This design comes from an exercise in tuning for small area, a short achievable clock period and few clock cycles per item on the open sky130 flow, not from production work.
At most, simulation tests tie the RTL to the original design; equivalence was not proved.

// sqrt_binary_search
module sqrt_binary_search (
    input  logic        clk,
    input  logic        rst,         
    input  logic        valid_in,
    input  logic [15:0] x,           
    output logic [15:0] x_sqrt,      
    output logic        valid_out
);
clock: 11.0 ns
lec_check: 0
abc_area: 1
cap_margin: 20
core_margin: 2
core_utilization: 40
place_density: 0.85
setup_slack_margin: 3.5
slew_margin: 20
tns_end_percent: 10
standard.sh (not shown) runs the stock make flow with config.mk's settings and CLKGATE_MAP_FILE= SYNTH_SCRIPT=/design/flow/synth_recipe.tcl, a recipe that flattens the netlist after the stock synthesis.
==> flow/flow/run.sh <==
#!/bin/bash
# The standard layout (standard.sh), with these changes:
#  - synthesis: no adder-cell mapping (ADDER_MAP_FILE empty), so ABC maps the
#    adders from plain gates instead of the slow ha/fa cells, and the final ABC
#    mapping uses flow/abc_iter.script (see flow/synth_iter.tcl);
#  - buf_2 cells as the port buffers (buffer_ports otherwise picks the slow
#    clkdlybuf4s50_1);
#  - setup repair only resizes cells (SETUP_MOVE_SEQUENCE=sizeup).
set -e
here=$(pwd)
export ADDER_MAP_FILE=
export BUFFER_PORTS_ARGS="-buffer_cell sky130_fd_sc_hd__buf_2"
export SETUP_MOVE_SEQUENCE=sizeup
bash standard.sh SYNTH_SCRIPT=$here/flow/synth_iter.tcl finish > standard.log 2>&1
==> flow/flow/abc_iter.script <==
strash
dch
map -B 0.9
strash
dch
map -B 0.9
strash
dch
map -B 0.9
strash
dch
map -B 0.9
strash
dch
map -B 0.9
strash
dch
map -B 0.9
strash
dch
map -B 0.9
strash
dch
map -B 0.9 -D 4600
topo
stime -c
buffer -c
upsize -c -D 4600
dnsize -c -D 4600
==> flow/flow/synth_iter.tcl <==
# The standard flow's synthesis (synth_recipe.tcl, which sources ORFS's synth.tcl) with one
# change: the final technology mapping runs ABC with abc_iter.script, which
# repeats ORFS's area script's strash/dch/map round 8 times, the last one and the sizing
# aimed at a 4600 ps delay target (area recovery below it).
# Everything before it (synth -nofsm -noshare, flip-flop mapping) and after it
# (flatten, renames) is the standard flow's own, so the registers are the standard ones.
set ::abc_iter_script [file normalize [file join [file dirname [info script]] abc_iter.script]]
set ::synth_recipe_tcl [file normalize [file join [file dirname [info script]] .. synth_recipe.tcl]]
proc abc {args} {
  set i [lsearch -exact $args -script]
  if {$i >= 0} { lset args [expr {$i + 1}] $::abc_iter_script }
  puts "abc: mapping with $::abc_iter_script"
  yosys abc {*}$args
}
source $::synth_recipe_tcl
Testbench counts at the start, summed over its fixed seeds: cycles 262,148, items 262,144.
==> next run, changes <==
--- a/flow/flow/abc_iter.script
+++ b/flow/flow/abc_iter.script
@@ -23,3 +23,3 @@
 dch
-map -B 0.9 -D 4600
+map -B 0.9 -D 5000
 topo
@@ -27,3 +27,3 @@
 buffer -c
-upsize -c -D 4600
-dnsize -c -D 4600
+upsize -c -D 5000
+dnsize -c -D 5000
--- a/flow/flow/synth_iter.tcl
+++ b/flow/flow/synth_iter.tcl
@@ -3,3 +3,3 @@
 # repeats ORFS's area script's strash/dch/map round 8 times, the last one and the sizing
-# aimed at a 4600 ps delay target (area recovery below it).
+# aimed at a 5000 ps delay target (area recovery below it).
 # Everything before it (synth -nofsm -noshare, flip-flop mapping) and after it
Result: Non-clock buffer count is unchanged; setup slack improved by 35 ps; wire length goes down by 2.8%; sequential share of layout area hardly moves; synthesized cell count stays the same.
==> next run, changes <==
--- a/flow/flow/abc_iter.script
+++ b/flow/flow/abc_iter.script
@@ -23,3 +23,3 @@
 dch
-map -B 0.9 -D 5000
+map -B 0.9
 topo
@@ -27,3 +27,3 @@
 buffer -c
-upsize -c -D 5000
-dnsize -c -D 5000
+upsize -c
+dnsize -c
--- a/flow/flow/synth_iter.tcl
+++ b/flow/flow/synth_iter.tcl
@@ -2,4 +2,3 @@
 # change: the final technology mapping runs ABC with abc_iter.script, which
-# repeats ORFS's area script's strash/dch/map round 8 times, the last one and the sizing
-# aimed at a 5000 ps delay target (area recovery below it).
+# repeats ORFS's area script's strash/dch/map round 8 times before sizing.
 # Everything before it (synth -nofsm -noshare, flip-flop mapping) and after it
Settings changed: SYNTH_HIERARCHICAL set to 1.
Wire length rose by about 27%.
Die area rose by about 24%.
Critical path depth fell by 1.
Synthesized cell count rose by 13%.
==> next run, changes <==
Settings changed: GPL_ROUTABILITY_DRIVEN set to 0, PLACE_DENSITY 0.85 to 0.95, SYNTH_HIERARCHICAL 1 to not set.
Result:
- maximum frequency drops by 4.5%
- critical path depth climbs by 2
- setup slack degrades by 320 ps
- sequential cell count is unchanged
- cell count drops by 12%
- hold slack degrades by 13 ps
- clock-buffer cell count stays the same
- core utilization climbs by 1.8 points
- non-clock buffer count stays the same
==> next run, changes <==
Settings changed: CTS_BUF_LIST set to sky130_fd_sc_hd__clkbuf_4, CTS_CLUSTER_SIZE set to 20, GPL_ROUTABILITY_DRIVEN 0 to not set, PLACE_DENSITY 0.95 to 0.85.
What happened:
- synthesized area is unchanged
- first-iteration DRC count goes down by 17%
- wire length goes down by 8.1%
- via count drops by 3.8%
- die area stays the same
- critical path depth climbs by 3
- cell count barely changes
- setup slack is better by 150 ps
- global-route usage came out lower by 1.4 points

## run A
The RTL this note starts from:
==> flow/design.v <==
module sqrt_binary_search (
    input  logic        clk,
    input  logic        rst,         
    input  logic        valid_in,
    input  logic [15:0] x,           
    output logic [15:0] x_sqrt,      
    output logic        valid_out
);
    wire [2:0] s_a0 = {1'b0, x[15:14]};
    wire [3:0] s_d0 = {1'b0, s_a0} - {2'b00, 2'b01};
    wire s_g0 = ~s_d0[3];
    wire [0:0] s_q1 = s_g0;
    wire [1:0] s_r1 = s_g0 ? s_d0[1:0] : s_a0[1:0];
    wire [3:0] s_a1 = {s_r1, x[13:12]};
    wire [4:0] s_d1 = {1'b0, s_a1} - {2'b00, {s_q1, 2'b01}};
    wire s_g1 = ~s_d1[4];
    wire [1:0] s_q2 = {s_q1, s_g1};
    wire [2:0] s_r2 = s_g1 ? s_d1[2:0] : s_a1[2:0];
    wire [4:0] s_a2 = {s_r2, x[11:10]};
    wire [5:0] s_d2 = {1'b0, s_a2} - {2'b00, {s_q2, 2'b01}};
    wire s_g2 = ~s_d2[5];
    wire [2:0] s_q3 = {s_q2, s_g2};
    wire [3:0] s_r3 = s_g2 ? s_d2[3:0] : s_a2[3:0];
    wire [5:0] s_a3 = {s_r3, x[9:8]};
    wire [6:0] s_d3 = {1'b0, s_a3} - {2'b00, {s_q3, 2'b01}};
    wire s_g3 = ~s_d3[6];
    wire [3:0] s_q4 = {s_q3, s_g3};
    wire [4:0] s_r4 = s_g3 ? s_d3[4:0] : s_a3[4:0];
    wire [6:0] s_a4 = {s_r4, x[7:6]};
    wire [7:0] s_d4 = {1'b0, s_a4} - {2'b00, {s_q4, 2'b01}};
    wire s_g4 = ~s_d4[7];
    wire [4:0] s_q5 = {s_q4, s_g4};
    wire [5:0] s_r5 = s_g4 ? s_d4[5:0] : s_a4[5:0];
    wire [7:0] s_a5 = {s_r5, x[5:4]};
    wire [8:0] s_d5 = {1'b0, s_a5} - {2'b00, {s_q5, 2'b01}};
    wire s_g5 = ~s_d5[8];
    wire [5:0] s_q6 = {s_q5, s_g5};
    wire [6:0] s_r6 = s_g5 ? s_d5[6:0] : s_a5[6:0];
    wire [8:0] s_a6 = {s_r6, x[3:2]};
    wire [9:0] s_d6 = {1'b0, s_a6} - {2'b00, {s_q6, 2'b01}};
    wire s_g6 = ~s_d6[9];
    wire [6:0] s_q7 = {s_q6, s_g6};
    wire [7:0] s_r7 = s_g6 ? s_d6[7:0] : s_a6[7:0];
    logic [6:0] q_r;
    logic [7:0] r_r;
    logic [1:0] x_r;
    logic v_r;
    always_ff @(posedge clk) begin
        if (rst) v_r <= 1'b0;
        else     v_r <= valid_in;
        q_r <= s_q7;
        r_r <= s_r7;
        x_r <= x[1:0];
    end
    wire [9:0] t_a7 = {r_r, x_r[1:0]};
    wire [10:0] t_d7 = {1'b0, t_a7} - {2'b00, {q_r, 2'b01}};
    wire t_g7 = ~t_d7[10];
    wire [7:0] t_q8 = {q_r, t_g7};
    wire [8:0] t_r8 = t_g7 ? t_d7[8:0] : t_a7[8:0];
    wire [10:0] t_a8 = {t_r8, 2'b00};
    wire [11:0] t_d8 = {1'b0, t_a8} - {2'b00, {t_q8, 2'b01}};
    wire t_g8 = ~t_d8[11];
    wire [8:0] t_q9 = {t_q8, t_g8};
    wire [9:0] t_r9 = t_g8 ? t_d8[9:0] : t_a8[9:0];
    wire [11:0] t_a9 = {t_r9, 2'b00};
    wire [12:0] t_d9 = {1'b0, t_a9} - {2'b00, {t_q9, 2'b01}};
    wire t_g9 = ~t_d9[12];
    wire [9:0] t_q10 = {t_q9, t_g9};
    wire [10:0] t_r10 = t_g9 ? t_d9[10:0] : t_a9[10:0];
    wire [12:0] t_a10 = {t_r10, 2'b00};
    wire [13:0] t_d10 = {1'b0, t_a10} - {2'b00, {t_q10, 2'b01}};
    wire t_g10 = ~t_d10[13];
    wire [10:0] t_q11 = {t_q10, t_g10};
    wire [11:0] t_r11 = t_g10 ? t_d10[11:0] : t_a10[11:0];
    wire [13:0] t_a11 = {t_r11, 2'b00};
    wire [14:0] t_d11 = {1'b0, t_a11} - {2'b00, {t_q11, 2'b01}};
    wire t_g11 = ~t_d11[14];
    wire [11:0] t_q12 = {t_q11, t_g11};
    assign x_sqrt    = {4'd0, t_q12};
    assign valid_out = v_r;
endmodule
Settings: LEC_CHECK=0, ABC_AREA=1, CAP_MARGIN=20, CORE_MARGIN=2, CORE_UTILIZATION=40, SLEW_MARGIN=20; clock period 11.0 ns.
run.sh (not shown) runs the stock make flow with config.mk's settings and CLKGATE_MAP_FILE= SYNTH_SCRIPT=/design/flow/synth_recipe.tcl, a recipe that flattens the netlist after the stock synthesis.
Stock flow here: none of the scripts above is used.
## Diff of input files: run B against run A
- ABC_AREA removed (was 1)
==> comparison <==
Changes observed in run B relative to run A: sequential share of layout area lost 0.39 points, number of fill cells rose 14.
Total cell area at the placement stage: lower on run A
Re global-route usage: run A was lower than run B.
Compared to run A, run B has multi-input gate area in the final layout 6.9% higher.
Modified inputs, run C compared to run B
- SETUP_SLACK_MARGIN newly set to 3
### Flow results
Most common cell after layout, fill and taps aside: ha_1 -> run B, buf_4 -> run C. Run B ended up with q_r[1]$_DFF_P_ as its origin of the worst setup path; run C ended up with q_r[5]$_DFF_P_. From run B to run C the numbers moved as follows: number of stages on the worst setup path shows an increase of 4, highest attainable clock frequency went down about 1%, routed wire length up 1900 um. Core util | run C vs run B | run C higher. On number of flops mapped to enable cells by yosys, run C tracks run B almost exactly.
Function was not checked in any run of this note: the RTL went through the layout flow alone.

sqrt_binary_search, a different RTL version from the one above (not shown whole).
For scale: ~36 I/O pins, about 5700 um2 of cells after synthesis.
Settings: LEC_CHECK=0, ABC_AREA=0, CAP_MARGIN=20, CORE_MARGIN=2, CORE_UTILIZATION=40, PLACE_DENSITY=0.85, SETUP_SLACK_MARGIN=3.5, SLEW_MARGIN=20, TNS_END_PERCENT=10; clock period 11.0 ns.
standard.sh (not shown) runs the stock make flow with config.mk's settings and CLKGATE_MAP_FILE= SYNTH_SCRIPT=/design/flow/synth_recipe.tcl, a recipe that flattens the netlist after the stock synthesis.
==> flow/flow/run.sh <==
#!/bin/bash
# The standard layout (standard.sh), with two changes:
#  - no adder-cell mapping in synthesis (ADDER_MAP_FILE empty): ABC maps the
#    adders from plain gates instead of the slow ha/fa cells;
#  - buf_2 cells as the port buffers (buffer_ports otherwise picks the slow
#    clkdlybuf4s50_1).
set -e
export ADDER_MAP_FILE=
export BUFFER_PORTS_ARGS="-buffer_cell sky130_fd_sc_hd__buf_2"
export SETUP_MOVE_SEQUENCE=sizeup
bash standard.sh > standard.log 2>&1
Testbench counts at the start, summed over its fixed seeds: cycles 262,148, items 262,144.
Then changed:
--- a/flow/flow/run.sh
+++ b/flow/flow/run.sh
@@ -9,3 +9,3 @@
 export BUFFER_PORTS_ARGS="-buffer_cell sky130_fd_sc_hd__buf_2"
 export SETUP_MOVE_SEQUENCE=sizeup
-bash standard.sh > standard.log 2>&1
+bash standard.sh ABC_LOAD_IN_FF=15 ABC_DRIVER_CELL=sky130_fd_sc_hd__buf_2 finish > standard.log 2>&1
ABC_AREA = 1   (was 0)
=> The new run finished clean. Wire length decreases by 34%. Setup slack is better by 2.3 ns. Cell area decreases by 22%. Die area decreases by 28%. Hold slack barely changes. Non-clock buffer count decreases by 1.
Then changed:
--- a/flow/flow/run.sh
+++ b/flow/flow/run.sh
@@ -8,4 +8,3 @@
 export ADDER_MAP_FILE=
 export BUFFER_PORTS_ARGS="-buffer_cell sky130_fd_sc_hd__buf_2"
-export SETUP_MOVE_SEQUENCE=sizeup
-bash standard.sh ABC_LOAD_IN_FF=15 ABC_DRIVER_CELL=sky130_fd_sc_hd__buf_2 finish > standard.log 2>&1
+bash standard.sh > standard.log 2>&1
PLACE_DENSITY = not set   (was 0.85)
SETUP_SLACK_MARGIN = 4.5   (was 3.5)
TNS_END_PERCENT = not set   (was 10)
Effect: The changed run finished with timing, DRC and antenna clean. Final cell count increases by 6.5%. Setup slack gets better by 0.19 ns. Hold slack gets worse by 0.017 ns. Via count increases by 10%. Non-clock buffer count increases by 73. First-iteration DRC count decreases by 23%. Synthesized area decreases by about 8%. Clock-buffer cell count is unchanged. Sequential cell count stays the same.
Then changed:
CORE_UTILIZATION = 65   (was 40)
PLACE_DENSITY = 0.85   (was not set)
SETUP_SLACK_MARGIN = 1.5   (was 4.5)
Cell area shrinks by a quarter to a third. Wire length fell by a quarter to a third. Area after synthesis is unchanged. Clock-buffer cell count came out lower by 1. Via count goes down by a little under a tenth.

sqrt_binary_search, a different RTL version from the one above (not shown whole).
For scale: about 18 flip-flops, ~3400 um2 of cells after synthesis.
==> flow/config.mk <==
export PLATFORM = sky130hd
export DESIGN_NAME = sqrt_binary_search
export DESIGN_NICKNAME = sqrt_binary_search
export VERILOG_FILES = /design/flow/design.v
export SDC_FILE = /design/flow/constraint.sdc
export NUM_CORES = 4
export LEC_CHECK = 0
export ABC_AREA = 1
export CAP_MARGIN = 20
export CORE_MARGIN = 2
export CORE_UTILIZATION = 40
export PLACE_DENSITY = 0.85
export SETUP_SLACK_MARGIN = 3.5
export SLEW_MARGIN = 20
export TNS_END_PERCENT = 10
==> flow/constraint.sdc <==
create_clock -name core_clock -period 11.0 [get_ports {clk}]
set_input_delay 2.2000 -clock core_clock [delete_from_list [all_inputs] [get_ports {clk}]]
set_output_delay 2.2000 -clock core_clock [all_outputs]
set_load 0.01 [all_outputs]
==> flow/flow/run.sh <==
#!/bin/bash
# The standard layout (standard.sh), with these changes:
#  - synthesis: no adder-cell mapping (ADDER_MAP_FILE empty), so ABC maps the
#    adders from plain gates instead of the slow ha/fa cells, and the final ABC
#    mapping uses flow/abc_iter.script (see flow/synth_iter.tcl);
#  - buf_2 cells as the port buffers (buffer_ports otherwise picks the slow
#    clkdlybuf4s50_1);
#  - setup repair only resizes cells (SETUP_MOVE_SEQUENCE=sizeup).
set -e
here=$(pwd)
export ADDER_MAP_FILE=
export BUFFER_PORTS_ARGS="-buffer_cell sky130_fd_sc_hd__buf_2"
export SETUP_MOVE_SEQUENCE=sizeup
bash standard.sh SYNTH_SCRIPT=$here/flow/synth_iter.tcl finish > standard.log 2>&1
==> flow/flow/abc_iter.script <==
strash
dch
map -B 0.9
strash
dch
map -B 0.9
strash
dch
map -B 0.9
strash
dch
map -B 0.9
strash
dch
map -B 0.9
strash
dch
map -B 0.9
strash
dch
map -B 0.9
strash
dch
map -B 0.9 -D 4300
topo
stime -c
buffer -c
upsize -c -D 4300
dnsize -c -D 4300
==> flow/flow/synth_iter.tcl <==
# The standard flow's synthesis (synth_recipe.tcl, which sources ORFS's synth.tcl) with one
# change: the final technology mapping runs ABC with abc_iter.script, which
# repeats ORFS's area script's strash/dch/map round 8 times, the last one and the sizing
# aimed at a 4300 ps delay target (area recovery below it).
# Everything before it (synth -nofsm -noshare, flip-flop mapping) and after it
# (flatten, renames) is the standard flow's own, so the registers are the standard ones.
set ::abc_iter_script [file normalize [file join [file dirname [info script]] abc_iter.script]]
set ::synth_recipe_tcl [file normalize [file join [file dirname [info script]] .. synth_recipe.tcl]]
proc abc {args} {
  set i [lsearch -exact $args -script]
  if {$i >= 0} { lset args [expr {$i + 1}] $::abc_iter_script }
  puts "abc: mapping with $::abc_iter_script"
  yosys abc {*}$args
}
source $::synth_recipe_tcl
Edit:
--- a/flow/flow/abc_iter.script
+++ b/flow/flow/abc_iter.script
@@ -22,8 +22,8 @@
 strash
 dch
-map -B 0.9 -D 4300
+map -B 0.9 -D 5000
 topo
 stime -c
 buffer -c
-upsize -c -D 4300
-dnsize -c -D 4300
+upsize -c -D 5000
+dnsize -c -D 5000
--- a/flow/flow/synth_iter.tcl
+++ b/flow/flow/synth_iter.tcl
@@ -2,5 +2,5 @@
 # change: the final technology mapping runs ABC with abc_iter.script, which
 # repeats ORFS's area script's strash/dch/map round 8 times, the last one and the sizing
-# aimed at a 4300 ps delay target (area recovery below it).
+# aimed at a 5000 ps delay target (area recovery below it).
 # Everything before it (synth -nofsm -noshare, flip-flop mapping) and after it
 # (flatten, renames) is the standard flow's own, so the registers are the standard ones.
=> Worst setup slack is worse by 52 ps; maximum frequency fell by 0.72%; sequential cell count does not change; synthesized cell count does not change.
Edit:
--- a/flow/flow/abc_iter.script
+++ b/flow/flow/abc_iter.script
@@ -22,8 +22,8 @@
 strash
 dch
-map -B 0.9 -D 5000
+map -B 0.9
 topo
 stime -c
 buffer -c
-upsize -c -D 5000
-dnsize -c -D 5000
+upsize -c
+dnsize -c
--- a/flow/flow/synth_iter.tcl
+++ b/flow/flow/synth_iter.tcl
@@ -1,6 +1,5 @@
 # The standard flow's synthesis (synth_recipe.tcl, which sources ORFS's synth.tcl) with one
 # change: the final technology mapping runs ABC with abc_iter.script, which
-# repeats ORFS's area script's strash/dch/map round 8 times, the last one and the sizing
-# aimed at a 5000 ps delay target (area recovery below it).
+# repeats ORFS's area script's strash/dch/map round 8 times before sizing.
 # Everything before it (synth -nofsm -noshare, flip-flop mapping) and after it
 # (flatten, renames) is the standard flow's own, so the registers are the standard ones.
Result: The new run completed without violations. Core utilization drops by 2.1 points. Routed wire length decreases by 7.0%. Global-route usage is lower by 0.87 points. Flip-flop and latch count is unchanged.
No run of this note included a check of the RTL's function; only the layout flow was run.

-- static timing again, ports no longer ideal --
In the flow no input, the clock included, has a driving cell. The finished layouts below were timed again as built, in two steps. Step 1 assumes that a clkbuf_16 drives the clock port and a buf_2 every other input. Step 2 adds t to the input delays and takes it off the output delays; t is the mean of the earliest and latest rising clock arrival at the registers after step 1. Input paths then give back, and output paths get back, about the clock's delay inside the block. a / b / c = ideal / step 1 / step 2; a / b = the first two.
run | t (ns) | setup WS [ns] | worst register clock-pin slew, ns
the first run of note 1 | 0.281 | 3.920 / 3.893 / 3.882 | 0.07 / 0.07
the second run of note 1 | 0.272 | 3.955 / 3.927 / 3.935 | 0.06 / 0.06
the third run of note 1 | 0.278 | 4.251 / 4.226 / 4.504 | 0.06 / 0.06
the fourth run of note 1 | 0.286 | 3.934 / 3.907 / 4.193 | 0.07 / 0.07
the fifth run of note 1 | 0.313 | 4.081 / 4.054 / 4.367 | 0.10 / 0.10
run A | 0.272 | 0.721 / 0.695 / 0.967 | 0.06 / 0.06
run B | 0.285 | 0.558 / 0.529 / 0.382 | 0.08 / 0.08
run C | 0.286 | 0.456 / 0.427 / 0.714 | 0.08 / 0.08
the first run of note 3 | 0.280 | 1.381 / 1.350 / 1.629 | 0.05 / 0.05
the second run of note 3 | 0.275 | 3.689 / 3.660 / 3.935 | 0.06 / 0.06
the third run of note 3 | 0.285 | 3.876 / 3.851 / 4.083 | 0.07 / 0.07
the fourth run of note 3 | 0.269 | 2.972 / 2.947 / 3.216 | 0.06 / 0.06
the first run of note 4 | 0.276 | 3.916 / 3.889 / 3.861 | 0.06 / 0.06
the second run of note 4 | 0.280 | 3.864 / 3.836 / 3.742 | 0.07 / 0.07
the third run of note 4 | 0.278 | 3.918 / 3.890 / 3.864 | 0.06 / 0.06
After both steps every run listed still meets setup and hold. For run B, which loses most, drivers alone change the setup slack by -0.029 ns; drivers and shift together by -0.176 ns.
